This is an optimization exercise on Yosys and OpenROAD, whose aim is small area and a short achievable clock period, not a production implementation.
No driver is modelled on the clock port, so clock power and skew are understated where the tree is cut down; a real chip needs a root buffer or a tree.
Power figures rest on the tool's default switching activity, not on a simulated workload.

Setup of old:
## M216A_TopModule
module M216A_TopModule(
    input           clk_i,
    input           rst_i,
    input  [4 : 0]  width_i,
    input  [4 : 0]  height_i,
    output [7 : 0]  index_x_o,
    output [7 : 0]  index_y_o,
    output [3 : 0]  strike_o
);
    reg  [3:0] ph;             
    reg  [1:0] warm;           
    reg        clr;            
    reg        live_q;         
    reg  [9:0] k_q;            
    reg  [3:0] wm1_q;          
    reg  [6:0] a_q, b_q, c_q;
    reg  [6:0] mn_q;
    reg  [6:0] sum_q;          
    reg        we_q;           
    reg        strike_q;
    reg  [3:0] id_q;
    reg  [6:0] x_q;
    reg  [6:0] y_q;
    reg        s_q;
    reg  [3:0] cnt_q;
    wire [6:0] occ [1:13];
    wire nrst   = ~rst_i;
    wire ph0    = ph[0];
    wire live_d = nrst & ph[3] & warm[1];
    wire [3:0] hi = height_i[3:0];
    wire [9:0] k_d;
    assign k_d[0] = (hi == 4'd4);
    assign k_d[1] = (hi == 4'd5);
    assign k_d[2] = (hi == 4'd6);
  ...
==> module M216A_TopModule, before the edit <==
module M216A_TopModule(
    input           clk_i,
    input           rst_i,
    input  [4 : 0]  width_i,
    input  [4 : 0]  height_i,
    output [7 : 0]  index_x_o,
    output [7 : 0]  index_y_o,
    output [3 : 0]  strike_o
);
    reg  [3:0] ph;             
    reg  [1:0] warm;           
    reg        clr;            
    reg        live_q;         
    reg  [9:0] k_q;            
    reg  [3:0] wm1_q;          
    reg  [6:0] a_q, b_q, c_q;
    reg  [6:0] mn_q;
    reg  [6:0] sum_q;          
    reg        we_q;           
    reg        strike_q;
    reg  [3:0] id_q;
    reg  [6:0] x_q;
    reg  [6:0] y_q;
    reg        s_q;
    reg  [3:0] cnt_q;
    wire [6:0] occ [1:13];
    wire nrst   = ~rst_i;
    wire ph0    = ph[0];
    wire live_d = nrst & ph[3] & warm[1];
    wire [3:0] hi = height_i[3:0];
    wire [9:0] k_d;
    assign k_d[0] = (hi == 4'd4);
    assign k_d[1] = (hi == 4'd5);
    assign k_d[2] = (hi == 4'd6);
    assign k_d[3] = (hi == 4'd7);
    assign k_d[4] = (hi == 4'd8);
    assign k_d[5] = (hi == 4'd9);
    assign k_d[6] = (hi == 4'd10);
    assign k_d[7] = (hi == 4'd11);
    assign k_d[8] = (hi == 4'd12);
    assign k_d[9] = ~|k_d[8:0];
    wire k4  = k_q[0];
    wire k5  = k_q[1];
    wire k6  = k_q[2];
    wire k7  = k_q[3];
    wire k8  = k_q[4];
    wire k9  = k_q[5];
    wire k10 = k_q[6];
    wire k11 = k_q[7];
    wire k12 = k_q[8];
    wire k13 = k_q[9];
    wire [12:0] sel0 = {k13, 1'b0, 1'b0, k4, k12, k5, k11, k6, k10, k7, k9, 1'b0, k8};
    wire [12:0] sel1 = {1'b0, k13, 1'b0, 1'b0, k11, k4, k10, k5, k9, k6, 1'b0, k8, k7};
    wire [12:0] sel2 = {1'b0, 1'b0, k13, 1'b0, 1'b0, 1'b0, 1'b0, 1'b0, 1'b0, 1'b0, k8, k7, 1'b0};
    wire has1 = ~k12;
    wire has2 = k7 | k8 | k13;
    wire [3:0] id0 = ({4{k4}}  & 4'd10) | ({4{k5}}  & 4'd8) | ({4{k6}}  & 4'd6) |
                     ({4{k7}}  & 4'd4)  | ({4{k8}}  & 4'd1) | ({4{k9}}  & 4'd3) |
                     ({4{k10}} & 4'd5)  | ({4{k11}} & 4'd7) | ({4{k12}} & 4'd9) |
                     ({4{k13}} & 4'd13);
    wire [3:0] id1 = ({4{k4}}  & 4'd8)  | ({4{k5}}  & 4'd6) | ({4{k6}}  & 4'd4) |
                     ({4{k7}}  & 4'd1)  | ({4{k8}}  & 4'd2) | ({4{k9}}  & 4'd5) |
                     ({4{k10}} & 4'd7)  | ({4{k11}} & 4'd9) | ({4{k13}} & 4'd12);
    wire [3:0] id2 = ({4{k7}}  & 4'd2)  | ({4{k8}}  & 4'd3) | ({4{k13}} & 4'd11);
    function [6:0] ystart;
        input [3:0] id;
        begin
            ystart = ({7{id == 4'd2}}  & 7'd8)  | ({7{id == 4'd3}}  & 7'd16) |
                     ({7{id == 4'd4}}  & 7'd25) | ({7{id == 4'd5}}  & 7'd32) |
                     ({7{id == 4'd6}}  & 7'd42) | ({7{id == 4'd7}}  & 7'd48) |
                     ({7{id == 4'd8}}  & 7'd59) | ({7{id == 4'd9}}  & 7'd64) |
                     ({7{id == 4'd10}} & 7'd76) | ({7{id == 4'd11}} & 7'd80) |
                     ({7{id == 4'd12}} & 7'd96) | ({7{id == 4'd13}} & 7'd112);
        end
    endfunction
    reg  [6:0] rd0, rd1, rd2;
    integer i;
    always @(*) begin
        rd0 = 7'd0;
        rd1 = 7'd0;
        rd2 = 7'd0;
        for (i = 1; i <= 13; i = i + 1) begin
            rd0 = rd0 | (occ[i] & {7{sel0[i-1]}});
            rd1 = rd1 | (occ[i] & {7{sel1[i-1]}});
            rd2 = rd2 | (occ[i] & {7{sel2[i-1]}});
        end
    end
    function lt7;
        input [6:0] a;
        input [6:0] b;
        integer j, k;
        reg r, t;
        begin
            r = 1'b0;
            for (k = 0; k < 7; k = k + 1) begin
                t = ~a[k] & b[k];
                for (j = k + 1; j < 7; j = j + 1)
                    t = t & (~a[j] | b[j]);
                r = r | t;
            end
            lt7 = r;
        end
    endfunction
    function [8:0] addm1;
        input [6:0] a;
        input [3:0] m;
        reg [6:0] b;
        reg [7:0] c0;              
        reg [7:0] c1;              
        reg t;
        integer i, j, k;
        begin
            b = {3'b000, m};
            c0 = 8'd0;
            c1 = 8'd1;
            for (i = 0; i < 7; i = i + 1) begin
                for (j = 0; j <= i; j = j + 1) begin
                    t = a[j] & b[j];
                    for (k = j + 1; k <= i; k = k + 1)
                        t = t & (a[k] | b[k]);
                    c0[i+1] = c0[i+1] | t;
                end
                t = 1'b1;
                for (k = 0; k <= i; k = k + 1)
                    t = t & (a[k] | b[k]);
                c1[i+1] = c0[i+1] | t;
            end
            addm1 = {c0[7], c1[7], (a ^ c1[6:0]) ^ b};
        end
    endfunction
    wire [8:0] sum = addm1(mn_q, wm1_q);      
    wire b_lt_a = lt7(b_q, a_q);
    wire c_lt_a = lt7(c_q, a_q);
    wire c_lt_b = lt7(c_q, b_q);
    wire pc = has2 & c_lt_a & c_lt_b;
    wire pb = has1 & b_lt_a & ~pc;
    wire strike_d = sum[8];
    wire strike = strike_q;
    wire [6:0] nocc_r = sum_q & {7{~clr}};
    always @(posedge clk_i) begin
        a_q <= rd0;
        b_q <= rd1;
        c_q <= rd2;
        mn_q <= pc ? c_q : pb ? b_q : a_q;
        id_q <= pc ? id2 : pb ? id1 : id0;
        sum_q <= sum[6:0] | {7{sum[7]}};
        strike_q <= strike_d;
        we_q <= live_d & ~strike_d;
        live_q <= live_d;
        ph <= rst_i ? 4'b0001 : {ph[2:0], ph[3]};
        if (rst_i)
            warm <= 2'd0;
        else if (ph0 & ~warm[1])
            warm <= warm + 2'd1;
        clr <= rst_i | ~warm[1];
    end
    always @(posedge clk_i) begin
        if (rst_i) begin
            k_q <= 10'd0;
            wm1_q <= 4'd0;
        end else if (ph0) begin
            k_q <= k_d;
            wm1_q <= width_i[3:0] - 4'd1;
        end
    end
    always @(posedge clk_i) begin
        if (rst_i) begin
            x_q <= 7'd0;
            y_q <= 7'd0;
            s_q <= 1'b0;
            cnt_q <= 4'd0;
        end else if (live_q) begin
            x_q <= strike ? 7'd0 : mn_q;
            y_q <= strike ? 7'd0 : ystart(id_q);
            s_q <= strike;
            if (strike) cnt_q <= cnt_q + 4'd1;
        end
    end
    genvar g;
    generate
        for (g = 1; g <= 13; g = g + 1) begin : strip
            reg [6:0] v;
            always @(posedge clk_i)
                if (clr | (we_q & (id_q == g)))
                    v <= nocc_r;
            assign occ[g] = v;
        end
    endgenerate
    assign index_x_o = {s_q, x_q};
    assign index_y_o = {s_q, y_q};
    assign strike_o  = cnt_q;
endmodule
export LEC_CHECK = 0
export ABC_AREA = 1
export CAP_MARGIN = 20
export CORE_MARGIN = 2
export CORE_UTILIZATION = 55
export CTS_BUF_LIST = sky130_fd_sc_hd__clkbuf_4 sky130_fd_sc_hd__clkbuf_8
export CTS_CLUSTER_SIZE = 30
export SETUP_SLACK_MARGIN = 1.7
export SLEW_MARGIN = 20
export TNS_END_PERCENT = 0
create_clock -name core_clock -period 3.3 [get_ports {clk_i}]
standard.sh (not shown) runs the stock make flow with config.mk's settings and CLKGATE_MAP_FILE= SYNTH_SCRIPT=/design/flow/synth_recipe.tcl, a recipe that flattens the netlist after the stock synthesis.
==> flow/flow/run.sh <==
#!/bin/bash
# Standard ORFS layout with these changes: sizing may change a cell's footprint,
# the port buffers are buf_2 cells, and the clock tree is the two-level tree
# that flow/cts_tree.tcl builds (see there).
set -euo pipefail
bash standard.sh synth > synth.log 2>&1
bash standard.sh MATCH_CELL_FOOTPRINT=0 \
  "BUFFER_PORTS_ARGS=-buffer_cell sky130_fd_sc_hd__buf_2" \
  "PRE_CTS_TCL=$PWD/flow/cts_tree.tcl" \
  finish > layout.log 2>&1
Other scripts of this flow, unchanged in this note and not shown: flow/flow/cts_tree.tcl
diff inputs: old => new
-- flow/design.v --
<<< old, line 31
    reg        we_q;           
    reg        strike_q;
    reg  [3:0] id_q;
    reg  [6:0] x_q;
    reg  [6:0] y_q;
>>> new, line 31
    reg        we_q;           
    reg        strike_q;
    reg  [7:0] id_q;           
    reg  [6:0] x_q;
    reg  [6:0] y_q;
<<< old, line 75
                     ({4{k10}} & 4'd7)  | ({4{k11}} & 4'd9) | ({4{k13}} & 4'd12);
    wire [3:0] id2 = ({4{k7}}  & 4'd2)  | ({4{k8}}  & 4'd3) | ({4{k13}} & 4'd11);
    function [6:0] ystart;
        input [3:0] id;
        begin
            ystart = ({7{id == 4'd2}}  & 7'd8)  | ({7{id == 4'd3}}  & 7'd16) |
                     ({7{id == 4'd4}}  & 7'd25) | ({7{id == 4'd5}}  & 7'd32) |
                     ({7{id == 4'd6}}  & 7'd42) | ({7{id == 4'd7}}  & 7'd48) |
                     ({7{id == 4'd8}}  & 7'd59) | ({7{id == 4'd9}}  & 7'd64) |
                     ({7{id == 4'd10}} & 7'd76) | ({7{id == 4'd11}} & 7'd80) |
                     ({7{id == 4'd12}} & 7'd96) | ({7{id == 4'd13}} & 7'd112);
        end
    endfunction
    reg  [6:0] rd0, rd1, rd2;
    integer i;
>>> new, line 75
                     ({4{k10}} & 4'd7)  | ({4{k11}} & 4'd9) | ({4{k13}} & 4'd12);
    wire [3:0] id2 = ({4{k7}}  & 4'd2)  | ({4{k8}}  & 4'd3) | ({4{k13}} & 4'd11);
    function [7:0] rowcol;
        input [3:0] id;
        reg [3:0] n;
        begin
            n = id - 4'd1;
            rowcol = {4'b0001 << n[3:2], 4'b0001 << n[1:0]};
        end
    endfunction
    wire [12:0] won;
    genvar g;
    generate
        for (g = 1; g <= 13; g = g + 1) begin : dec
            assign won[g-1] = id_q[4 + (g-1)/4] & id_q[(g-1)%4];
        end
    endgenerate
    wire [6:0] ywin = ({7{won[1]}}  & 7'd8)  | ({7{won[2]}}  & 7'd16) |
                      ({7{won[3]}}  & 7'd25) | ({7{won[4]}}  & 7'd32) |
                      ({7{won[5]}}  & 7'd42) | ({7{won[6]}}  & 7'd48) |
                      ({7{won[7]}}  & 7'd59) | ({7{won[8]}}  & 7'd64) |
                      ({7{won[9]}}  & 7'd76) | ({7{won[10]}} & 7'd80) |
                      ({7{won[11]}} & 7'd96) | ({7{won[12]}} & 7'd112);
    reg  [6:0] rd0, rd1, rd2;
    integer i;
<<< old, line 155
        c_q <= rd2;
        mn_q <= pc ? c_q : pb ? b_q : a_q;
        id_q <= pc ? id2 : pb ? id1 : id0;
        sum_q <= sum[6:0] | {7{sum[7]}};
        strike_q <= strike_d;
>>> new, line 165
        c_q <= rd2;
        mn_q <= pc ? c_q : pb ? b_q : a_q;
        id_q <= rowcol(pc ? id2 : pb ? id1 : id0);
        sum_q <= sum[6:0] | {7{sum[7]}};
        strike_q <= strike_d;
<<< old, line 184
        end else if (live_q) begin
            x_q <= strike ? 7'd0 : mn_q;
            y_q <= strike ? 7'd0 : ystart(id_q);
            s_q <= strike;
            if (strike) cnt_q <= cnt_q + 4'd1;
        end
    end
    genvar g;
    generate
        for (g = 1; g <= 13; g = g + 1) begin : strip
            reg [6:0] v;
            always @(posedge clk_i)
                if (clr | (we_q & (id_q == g)))
                    v <= nocc_r;
            assign occ[g] = v;
>>> new, line 194
        end else if (live_q) begin
            x_q <= strike ? 7'd0 : mn_q;
            y_q <= strike ? 7'd0 : ywin;
            s_q <= strike;
            if (strike) cnt_q <= cnt_q + 4'd1;
        end
    end
    generate
        for (g = 1; g <= 13; g = g + 1) begin : strip
            reg [6:0] v;
            always @(posedge clk_i)
                if (clr | (we_q & won[g-1]))
                    v <= nocc_r;
            assign occ[g] = v;
Compared with old, new shows arrival time at the worst endpoint higher by 0.51 ns. Sort new and old by worst slew margin relative to its limit desc -> top: new. Lower leakage power among new and old: old. Looking only at relative contribution of the clock network to total power, and setting everything else aside, the lower value of new and old goes to new. Power (old / new): 0.939. Taking old as the reference, in new global-route met2 utilization lost 2.1 points; via count higher; post-placement cell count decreased about 0.9%; power attributed to sequential cells went up about 5%; share of the final layout cell area in sequential cells has decreased.
No run of this note included a check of the RTL's function; only the layout flow was run. No run of this note takes its clock network from TritonCTS; it comes from the design's own scripts or RTL.

re-timing with driven ports:
In the flow no input, the clock included, has a driving cell. The finished layouts below were timed again as built, in two steps. Step 1: set_driving_cell puts a clkbuf_16 on clk_i and a buf_2 on each other input, an assumption about the parent block. Step 2 also shifts input and output timing later by t, the mid clock arrival at the registers, as if the neighbouring blocks saw the same clock. Three values: no drivers, after step 1, after step 2; two values: the first two.
run	t (ns)	slack for setup (ns)	worst data-port slew with drivers (ns)
old	0.356	1.652 / 1.652 / 1.483	0.03
new	0.363	1.415 / 1.415 / 1.415	0.03
After both steps setup and hold are still met in every run listed. The setup slack of old, which loses most, moves by 0.000 ns with the drivers and by -0.169 ns with both steps.
